Background: an optimization exercise with open tools, aiming at a short achievable clock period and few clock cycles. Do not read the settings as production practice.
At most, simulation tests tie the RTL to the original design; equivalence was not proved.

==> job 4124: inputs <==
==> flow/design.v <==
module ALU (
    input [1:0] ctrl,
    input [7:0] in_1,
    input [7:0] in_2,
    output reg [7:0] out,
    output zero
);
    assign zero = (out == 0);
    always @(*) begin
        case (ctrl)
            0: out = in_1 & in_2;
            1: out = in_1 | in_2;
            2: out = in_1 + in_2;
            3: out = in_1 - in_2;
        endcase
    end
endmodule
module Mux2 (
    input select,
    input [7:0] in_1,
    input [7:0] in_2,
    output reg [7:0] out
);
    always @(*) begin
        case (select)
            0: out = in_1;
            1: out = in_2;
        endcase
    end
endmodule
module Mux4 (
    input [1:0] select,
    input [7:0] in_1,
    input [7:0] in_2,
    input [7:0] in_3,
    input [7:0] in_4,
    output reg [7:0] out
);
    always @(*) begin
        case (select)
            2'b00: out = in_1;
            2'b01: out = in_2;
            2'b10: out = in_3;
            2'b11: out = in_4;
        endcase
    end
endmodule
module Decoder (
    input [31:0] inst,
    output reg reg_write_enable,
    output reg [4:0] reg_read_addr_1,
    output reg [4:0] reg_read_addr_2,
    output reg [4:0] reg_write_addr,
    output reg data_write_enable,
    output reg [4:0] data_read_addr,
    output reg [4:0] data_write_addr,
    output reg [1:0] alu_ctrl,
    output reg reg_write_select,
    output reg branch,
    output reg [4:0] branch_offset
);
    always @(inst) begin
        casex ({inst[31:25], inst[14:12], inst[6:0]})
            17'bXXXXXXX_011_0000011: begin  
                reg_write_enable = 1'b1;
                reg_read_addr_1 = 5'b00000;
                reg_read_addr_2 = 5'b00000;
                reg_write_addr = inst[11:7];
                data_write_enable = 1'b0;
                data_read_addr = inst[19:15] + inst[24:20];
                data_write_addr = 5'b00000;
                alu_ctrl = 2'b00;
                reg_write_select = 1'b0;
                branch = 1'b0;
                branch_offset = 5'b00000;
            end
            17'bXXXXXXX_011_0100011: begin  
                reg_write_enable = 1'b0;
                reg_read_addr_1 = inst[24:20];
                reg_read_addr_2 = 5'b00000;  
                reg_write_addr = 5'b00000;
                data_write_enable = 1'b1;
                data_read_addr = 5'b00000;
                data_write_addr = inst[19:15] + inst[11:7];
                alu_ctrl = 2'b00;
                reg_write_select = 1'b0;
                branch = 1'b0;
                branch_offset = 5'b00000;
            end
            17'b0000000_111_0110011: begin  
                reg_write_enable = 1'b1;
                reg_read_addr_1 = inst[19:15];
                reg_read_addr_2 = inst[24:20];
                reg_write_addr = inst[11:7];
                data_write_enable = 1'b0;
                data_read_addr = 5'b00000;
                data_write_addr = 5'b00000;
                alu_ctrl = 2'b00;
                reg_write_select = 1'b1;
                branch = 1'b0;
                branch_offset = 5'b00000;
            end
            17'b0000000_110_0110011: begin  
                reg_write_enable = 1'b1;
                reg_read_addr_1 = inst[19:15];
                reg_read_addr_2 = inst[24:20];
                reg_write_addr = inst[11:7];
                data_write_enable = 1'b0;
                data_read_addr = 5'b00000;
                data_write_addr = 5'b00000;
                alu_ctrl = 2'b01;
                reg_write_select = 1'b1;
                branch = 1'b0;
                branch_offset = 5'b00000;
            end
            17'b0000000_000_0110011: begin  
                reg_write_enable = 1'b1;
                reg_read_addr_1 = inst[19:15];
                reg_read_addr_2 = inst[24:20];
                reg_write_addr = inst[11:7];
                data_write_enable = 1'b0;
                data_read_addr = 5'b00000;
                data_write_addr = 5'b00000;
                alu_ctrl = 2'b10;
                reg_write_select = 1'b1;
                branch = 1'b0;
                branch_offset = 5'b00000;
            end
            17'b0100000_000_0110011: begin  
                reg_write_enable = 1'b1;
                reg_read_addr_1 = inst[19:15];
                reg_read_addr_2 = inst[24:20];
                reg_write_addr = inst[11:7];
                data_write_enable = 1'b0;
                data_read_addr = 5'b00000;
                data_write_addr = 5'b00000;
                alu_ctrl = 2'b11;
                reg_write_select = 1'b1;
                branch = 1'b0;
                branch_offset = 5'b00000;
            end
            17'bXXXXXXX_000_1100011: begin  
                reg_write_enable = 1'b0;
                reg_read_addr_1 = inst[19:15];
                reg_read_addr_2 = inst[24:20];
                reg_write_addr = 5'b00000;
                data_write_enable = 1'b0;
                data_read_addr = 5'b00000;
                data_write_addr = 5'b00000;
                alu_ctrl = 2'b11;
                reg_write_select = 1'b0;
                branch = 1'b1;
                branch_offset = {inst[25], inst[11:8]} >> 1;
            end
            default: begin
                reg_write_enable = 1'b0;
                reg_read_addr_1 = 5'b00000;
                reg_read_addr_2 = 5'b00000;
                reg_write_addr = 5'b00000;
                data_write_enable = 1'b0;
                data_read_addr = 5'b00000;
                data_write_addr = 5'b00000;
                alu_ctrl = 2'b00;
                reg_write_select = 1'b0;
                branch = 1'b0;
                branch_offset = 5'b00000;
            end
        endcase
    end
endmodule
module DataHazardCtrl (
    input clk,
    input ex_mem_reg_write_enable,
    input [4:0] ex_mem_reg_write_addr,
    input mem_wb_reg_write_enable,
    input [4:0] mem_wb_reg_write_addr,
    input wb_reg_write_enable,
    input [4:0] wb_reg_write_addr,
    input [4:0] id_ex_reg_read_addr_1,
    input [4:0] id_ex_reg_read_addr_2,
    input id_ex_reg_write_enable,
    input id_ex_reg_write_select,
    input [4:0] id_ex_reg_write_addr,
    input [31:0] if_id_inst,
    output reg [1:0] forward_1,
    output reg [1:0] forward_2,
    output reg stall
);
    always @(*) begin
        if (ex_mem_reg_write_enable
            && (ex_mem_reg_write_addr != 0)
            && (ex_mem_reg_write_addr == id_ex_reg_read_addr_1)) begin
            forward_1 = 2'b01;
        end else if (mem_wb_reg_write_enable
            && (mem_wb_reg_write_addr != 0)
            && (mem_wb_reg_write_addr == id_ex_reg_read_addr_1)) begin
            forward_1 = 2'b10;
        end else if (wb_reg_write_enable
            && (wb_reg_write_addr != 0)
            && (wb_reg_write_addr == id_ex_reg_read_addr_1)) begin
            forward_1 = 2'b11;
        end else begin
            forward_1 = 2'b00;
        end
        if (ex_mem_reg_write_enable
            && (ex_mem_reg_write_addr != 0)
            && (ex_mem_reg_write_addr == id_ex_reg_read_addr_2)) begin
            forward_2 = 2'b01;
        end else if (mem_wb_reg_write_enable
            && (mem_wb_reg_write_addr != 0)
            && (mem_wb_reg_write_addr == id_ex_reg_read_addr_2)) begin
            forward_2 = 2'b10;
        end else if (wb_reg_write_enable
            && (wb_reg_write_addr != 0)
            && (wb_reg_write_addr == id_ex_reg_read_addr_2)) begin
            forward_2 = 2'b11;
        end else begin
            forward_2 = 2'b00;
        end
        if ((id_ex_reg_write_enable && !id_ex_reg_write_select)
            && ((id_ex_reg_write_addr == if_id_inst[19:15])
            || (id_ex_reg_write_addr == if_id_inst[24:20]))) begin
            stall = 1;
        end else begin
            stall = 0;
        end
    end
endmodule
module Register (
    input clk,
    input rst,
    input write_enable,
    input [4:0] read_addr_1,
    input [4:0] read_addr_2,
    input [4:0] write_addr,
    input [7:0] write_data,
    output [7:0] read_data_1,
    output [7:0] read_data_2
);
    reg [7:0] mem [0:31];
    integer i;
    assign read_data_1 = mem[read_addr_1];
    assign read_data_2 = mem[read_addr_2];
    always @(posedge clk) begin
        if (rst) begin
            for (i = 0; i < 32; i = i + 1) begin
                mem[i] <= 0;
            end
        end else if (write_enable && (write_addr != 0)) begin
            mem[write_addr] <= write_data;
        end
    end
endmodule
module PipelinedProcessor (
    input clk,
    input rst,
    output [4:0] imem_addr,
    input [31:0] imem_data,
    output [4:0] dmem_raddr,
    input [7:0] dmem_rdata,
    output dmem_we,
    output [4:0] dmem_waddr,
    output [7:0] dmem_wdata
);
    reg [4:0] pc;
    assign imem_addr = pc;
    reg        d_valid;
    reg [4:0]  d_pc;
    reg [31:0] d_inst;
    reg        e_valid;
    reg        e_wr;         
    reg [4:0]  e_rd;
    reg        e_ld;
    reg        e_sd;
    reg        e_beq;
    reg        e_pred;       
    reg [1:0]  e_op;         
    reg [7:0]  e_a, e_b;
    reg        e_fwd_a, e_fwd_b;
    reg        e_ld_fwd;     
    reg [4:0]  e_ld_addr;
    reg [4:0]  e_st_addr;
    reg [4:0]  e_target;
    reg        w_wr;
    reg [4:0]  w_rd;
    reg [7:0]  r;            
    reg        w_st;
    reg [4:0]  w_st_addr;
    reg [7:0]  w_st_data;
    reg [7:0] rf [1:31];
    wire [6:0] op  = d_inst[6:0];
    wire [2:0] f3  = d_inst[14:12];
    wire [6:0] f7  = d_inst[31:25];
    wire [4:0] rd  = d_inst[11:7];
    wire [4:0] rs1 = d_inst[19:15];
    wire [4:0] rs2 = d_inst[24:20];
    wire is_ld  = (f3 == 3'b011) && (op == 7'b0000011);
    wire is_sd  = (f3 == 3'b011) && (op == 7'b0100011);
    wire is_beq = (f3 == 3'b000) && (op == 7'b1100011);
    wire is_rr  = (op == 7'b0110011) &&
                  (((f7 == 7'b0000000) && ((f3 == 3'b111) || (f3 == 3'b110) || (f3 == 3'b000))) ||
                   ((f7 == 7'b0100000) && (f3 == 3'b000)));
    wire [1:0] alu_op = (f3 == 3'b111) ? 2'd0 :
                        (f3 == 3'b110) ? 2'd1 :
                        f7[5] ? 2'd3 : 2'd2;
    wire d_wr = (is_ld || is_rr) && (rd != 5'd0);
    wire [4:0] ld_addr = rs1 + rs2;
    wire [4:0] st_addr = rs1 + rd;
    wire [4:0] target = d_pc + {d_inst[25], d_inst[11:9], 1'b0};
    wire uncond = is_beq && (rs1 == rs2);
    wire d_redirect = d_valid && uncond;
    wire [7:0] rf_a = (rs1 == 5'd0) ? 8'd0 : rf[rs1];
    wire [7:0] rf_b = (rs2 == 5'd0) ? 8'd0 : rf[rs2];
    wire [7:0] rd_a = (w_wr && (w_rd == rs1)) ? r : rf_a;
    wire [7:0] rd_b = (w_wr && (w_rd == rs2)) ? r : rf_b;
    wire fwd_a = e_valid && e_wr && (e_rd == rs1);
    wire fwd_b = e_valid && e_wr && (e_rd == rs2);
    wire ld_fwd = e_valid && e_sd && (e_st_addr == ld_addr);
    wire [7:0] a = e_fwd_a ? r : e_a;
    wire [7:0] b = e_fwd_b ? r : e_b;
    reg [7:0] alu;
    always @(*) begin
        case (e_op)
            2'd0: alu = a & b;
            2'd1: alu = a | b;
            2'd2: alu = a + b;
            default: alu = a - b;
        endcase
    end
    wire [7:0] ld_data = e_ld_fwd ? w_st_data : dmem_rdata;
    wire eq = (a == b);
    wire e_redirect = e_valid && e_beq && !e_pred && eq;
    assign dmem_raddr = e_ld_addr;
    assign dmem_we = w_st;
    assign dmem_waddr = w_st_addr;
    assign dmem_wdata = w_st_data;
    integer i;
    always @(posedge clk) begin
        if (rst) begin
            pc <= 5'd0;
            d_valid <= 1'b0;
            e_valid <= 1'b0;
            w_wr <= 1'b0;
            w_st <= 1'b0;
            for (i = 1; i < 32; i = i + 1) rf[i] <= 8'd0;
        end else begin
            if (e_redirect) begin
                pc <= e_target;
                d_valid <= 1'b0;
                e_valid <= 1'b0;
            end else if (d_redirect) begin
                pc <= target;
                d_valid <= 1'b0;
                e_valid <= 1'b1;
            end else begin
                pc <= pc + 5'd1;
                d_valid <= 1'b1;
                e_valid <= d_valid;
            end
            w_wr <= e_valid && e_wr;
            w_st <= e_valid && e_sd;
            if (e_valid && e_wr) begin
                w_rd <= e_rd;
                r <= e_ld ? ld_data : alu;
            end
            if (e_valid && e_sd) begin
                w_st_addr <= e_st_addr;
                w_st_data <= b;
            end
            if (w_wr) rf[w_rd] <= r;
        end
        d_pc <= pc;
        d_inst <= imem_data;
        e_wr <= d_wr;
        e_rd <= rd;
        e_ld <= is_ld;
        e_sd <= is_sd;
        e_beq <= is_beq;
        e_pred <= uncond;
        e_op <= alu_op;
        e_a <= rd_a;
        e_b <= rd_b;
        e_fwd_a <= fwd_a;
        e_fwd_b <= fwd_b;
        e_ld_fwd <= ld_fwd;
        e_ld_addr <= ld_addr;
        e_st_addr <= st_addr;
        e_target <= target;
    end
endmodule
==> flow/run.sh <==
#!/bin/bash
# synth_recipe.tcl (not shown) runs the flow's synth.tcl, then flattens the netlist and writes it again
# the make line also repeats each setting of config.mk as NAME=value (left out here)
make -C /OpenROAD-flow-scripts/flow DESIGN_CONFIG=/design/flow/config.mk WORK_HOME=/design/flow/orfs CLKGATE_MAP_FILE= SYNTH_SCRIPT=/design/flow/synth_recipe.tcl finish
==> flow/config.mk <==
export PLATFORM = sky130hd
export DESIGN_NAME = PipelinedProcessor
export DESIGN_NICKNAME = PipelinedProcessor
export VERILOG_FILES = /design/flow/design.v
export SDC_FILE = /design/flow/constraint.sdc
export NUM_CORES = 4
export LEC_CHECK = 0
export ABC_CLOCK_PERIOD_IN_PS = 1500
export CAP_MARGIN = 20
export CORE_MARGIN = 2
export CORE_UTILIZATION = 40
export SETUP_SLACK_MARGIN = 3.7
export SLEW_MARGIN = 20
export TNS_END_PERCENT = 100
==> flow/constraint.sdc <==
create_clock -name core_clock -period 5.5 [get_ports {clk}]
set_input_delay 1.1000 -clock core_clock [delete_from_list [all_inputs] [get_ports {clk}]]
set_output_delay 1.1000 -clock core_clock [all_outputs]
set_load 0.01 [all_outputs]
==> inputs of job 9627, as changes to job 4124 <==
==> flow/design.v, changed modules only <==
module PipelinedProcessor (
    input clk,
    input rst,
    output [4:0] imem_addr,
    input [31:0] imem_data,
    output [4:0] dmem_raddr,
    input [7:0] dmem_rdata,
    output dmem_we,
    output [4:0] dmem_waddr,
    output [7:0] dmem_wdata
);
    reg [4:0] pc;
    assign imem_addr = pc;
    reg        e_wr;         
    reg [4:0]  e_rd;
    reg        e_st;         
    reg        e_br;         
    reg        e_and, e_or, e_sub, e_arith, e_ld;    
    reg [7:0]  e_a, e_b;
    reg        e_fa, e_fb;   
    reg        e_ld_fwd;     
    reg [4:0]  e_ld_addr;
    reg [4:0]  e_st_addr;
    reg [4:0]  e_target;
    reg        w_wr;
    reg [4:0]  w_rd;
    reg [7:0]  r;            
    reg        w_st;
    reg [4:0]  w_st_addr;
    reg [7:0]  w_st_data;
    reg [7:0] rf [1:31];
    wire [31:0] inst = imem_data;
    wire [6:0] op  = inst[6:0];
    wire [2:0] f3  = inst[14:12];
    wire [6:0] f7  = inst[31:25];
    wire [4:0] rd  = inst[11:7];
    wire [4:0] rs1 = inst[19:15];
    wire [4:0] rs2 = inst[24:20];
    wire is_ld  = (f3 == 3'b011) && (op == 7'b0000011);
    wire is_sd  = (f3 == 3'b011) && (op == 7'b0100011);
    wire is_beq = (f3 == 3'b000) && (op == 7'b1100011);
    wire rr     = (op == 7'b0110011) && (f7[6] == 1'b0) && (f7[4:0] == 5'b00000);
    wire is_and = rr && (f7[5] == 1'b0) && (f3 == 3'b111);
    wire is_or  = rr && (f7[5] == 1'b0) && (f3 == 3'b110);
    wire is_add = rr && (f7[5] == 1'b0) && (f3 == 3'b000);
    wire is_sub = rr && (f7[5] == 1'b1) && (f3 == 3'b000);
    wire f_wr = (is_ld || is_and || is_or || is_add || is_sub) && (rd != 5'd0);
    wire [4:0] ld_addr = rs1 + rs2;
    wire [4:0] st_addr = rs1 + rd;
    wire [4:0] target = pc + {inst[25], inst[11:9], 1'b0};
    wire uncond = is_beq && (rs1 == rs2);
    wire [7:0] rf_a = (rs1 == 5'd0) ? 8'd0 : rf[rs1];
    wire [7:0] rf_b = (rs2 == 5'd0) ? 8'd0 : rf[rs2];
    wire [7:0] rd_a = (w_wr && (w_rd == rs1)) ? r : rf_a;
    wire [7:0] rd_b = (w_wr && (w_rd == rs2)) ? r : rf_b;
    wire fa = e_wr && (e_rd == rs1);
    wire fb = e_wr && (e_rd == rs2);
    wire ld_fwd = e_st && (e_st_addr == ld_addr);
    wire [7:0] a = e_fa ? r : e_a;
    wire [7:0] b = e_fb ? r : e_b;
    wire [7:0] bx = b ^ {8{e_sub}};
    wire [7:0] g0 = a & bx;
    wire [7:0] p0 = a ^ bx;
    wire [7:0] g1, p1, g2, p2, g3;
    assign g1[0] = g0[0] | (p0[0] & e_sub);
    assign p1[0] = 1'b0;
    genvar k;
    generate
        for (k = 1; k < 8; k = k + 1) begin : pf1
            assign g1[k] = g0[k] | (p0[k] & g0[k-1]);
            assign p1[k] = p0[k] & p0[k-1];
        end
    endgenerate
    wire [7:0] g1c;
    assign g1c[0] = g1[0];
    assign g1c[1] = g1[1] | (p1[1] & e_sub);
    generate
        for (k = 2; k < 8; k = k + 1) begin : pf1c
            assign g1c[k] = g1[k];
        end
    endgenerate
    wire [7:0] p1c = {p1[7:2], 2'b00};
    generate
        for (k = 0; k < 8; k = k + 1) begin : pf2
            if (k < 2) begin : lo
                assign g2[k] = g1c[k];
                assign p2[k] = 1'b0;
            end else begin : hi
                assign g2[k] = g1c[k] | (p1c[k] & g1c[k-2]);
                assign p2[k] = p1c[k] & p1c[k-2];
            end
        end
        for (k = 0; k < 8; k = k + 1) begin : pf3
            if (k < 4) begin : lo
                assign g3[k] = g2[k];
            end else begin : hi
                assign g3[k] = g2[k] | (p2[k] & g2[k-4]);
            end
        end
    endgenerate
    wire [7:0] cin = {g3[6:0], e_sub};
    wire [7:0] sum = p0 ^ cin;
    wire [7:0] ld_data = e_ld_fwd ? w_st_data : dmem_rdata;
    wire [7:0] res = ({8{e_and}} & (a & b)) | ({8{e_or}} & (a | b)) |
                     ({8{e_arith}} & sum) | ({8{e_ld}} & ld_data);
    reg        e_s0, e_s1, e_s2, e_s3;   
    wire eq_ab = (e_a == e_b);
    wire eq_rb = (r == e_b);
    wire eq_ar = (e_a == r);
    wire eq = (e_s0 & eq_ab) | (e_s1 & eq_rb) | (e_s2 & eq_ar) | e_s3;
    wire e_redirect = e_br && eq;
    assign dmem_raddr = e_ld_addr;
    assign dmem_we = w_st;
    assign dmem_waddr = w_st_addr;
    assign dmem_wdata = w_st_data;
    integer i;
    always @(posedge clk) begin
        if (rst) begin
            pc <= 5'd0;
            e_wr <= 1'b0;
            e_st <= 1'b0;
            e_br <= 1'b0;
            w_wr <= 1'b0;
            w_st <= 1'b0;
            for (i = 1; i < 32; i = i + 1) rf[i] <= 8'd0;
        end else begin
            if (e_redirect) begin
                pc <= e_target;
            end else begin
                pc <= uncond ? target : pc + 5'd1;
            end
            e_wr <= !e_redirect && f_wr;
            e_st <= !e_redirect && is_sd;
            e_br <= !e_redirect && is_beq && !uncond;
            w_wr <= e_wr;
            w_st <= e_st;
            if (w_wr) rf[w_rd] <= r;
        end
        e_rd <= rd;
        e_and <= is_and;
        e_or <= is_or;
        e_sub <= is_sub;
        e_arith <= is_add || is_sub;
        e_ld <= is_ld;
        e_a <= rd_a;
        e_b <= rd_b;
        e_fa <= fa;
        e_fb <= fb;
        e_s0 <= !fa && !fb;
        e_s1 <= fa && !fb;
        e_s2 <= !fa && fb;
        e_s3 <= fa && fb;
        e_ld_fwd <= ld_fwd;
        e_ld_addr <= ld_addr;
        e_st_addr <= st_addr;
        e_target <= target;
        w_rd <= e_rd;
        r <= res;
        if (e_st) begin
            w_st_addr <= e_st_addr;
            w_st_data <= b;
        end
    end
endmodule
==> notes <==
- In job 9627 the cell area is lower than in job 4124, by 5.4%.
- Against job 4124, the fmax of job 9627 is larger by 7.0%.
- In job 9627 the sequential share of layout area is lower than in job 4124, by 1.0 points.
- In critical path depth, job 4124 and job 9627 do not differ.
- Between job 4124 and job 9627, the lower utilization is in job 4124 (gap 0.66 points).
- Between job 4124 and job 9627, the lower register-to-register slack is in job 4124 (gap 0.26 ns).
- In job 9627 the setup slack is better than in job 4124, by 0.18 ns.
- Of job 9627 and job 4124, job 4124 has the higher synthesized cell count (gap about 8%, measured against job 4124).
- Of job 4124 and job 9627, job 4124 has the higher clock skew (gap 0.0083 ns).
Testbench counts of job 9627, summed over its fixed seeds: cycles 21,947.
Function not checked in job 4124: the RTL went through the layout flow alone.

port drivers added, routing unchanged:
The flow's constraints put no driver on any port. The routed layouts listed below were extracted and timed again, unchanged, in two steps. Step 1, drivers: a clkbuf_16 drives clk and a buf_2 each remaining input, both assumed. Step 2 also shifts input and output timing later by t, the mid clock arrival at the registers, as if the neighbouring blocks saw the same clock. Three values: no drivers, after step 1, after step 2; two values: the first two.
| run | shift t [ns] | slack for setup (ns) | slew at the worst register clock pin (ns) |
|---|---|---|---|
| job 4124 | 0.623 | 2.812 / 2.812 / 2.812 | 0.07 / 0.07 |
| job 9627 | 0.607 | 2.988 / 2.900 / 2.293 | 0.06 / 0.06 |
After both steps every run listed still meets setup and hold. For job 9627, which loses most, drivers alone change the setup slack by -0.088 ns; drivers and shift together by -0.695 ns.
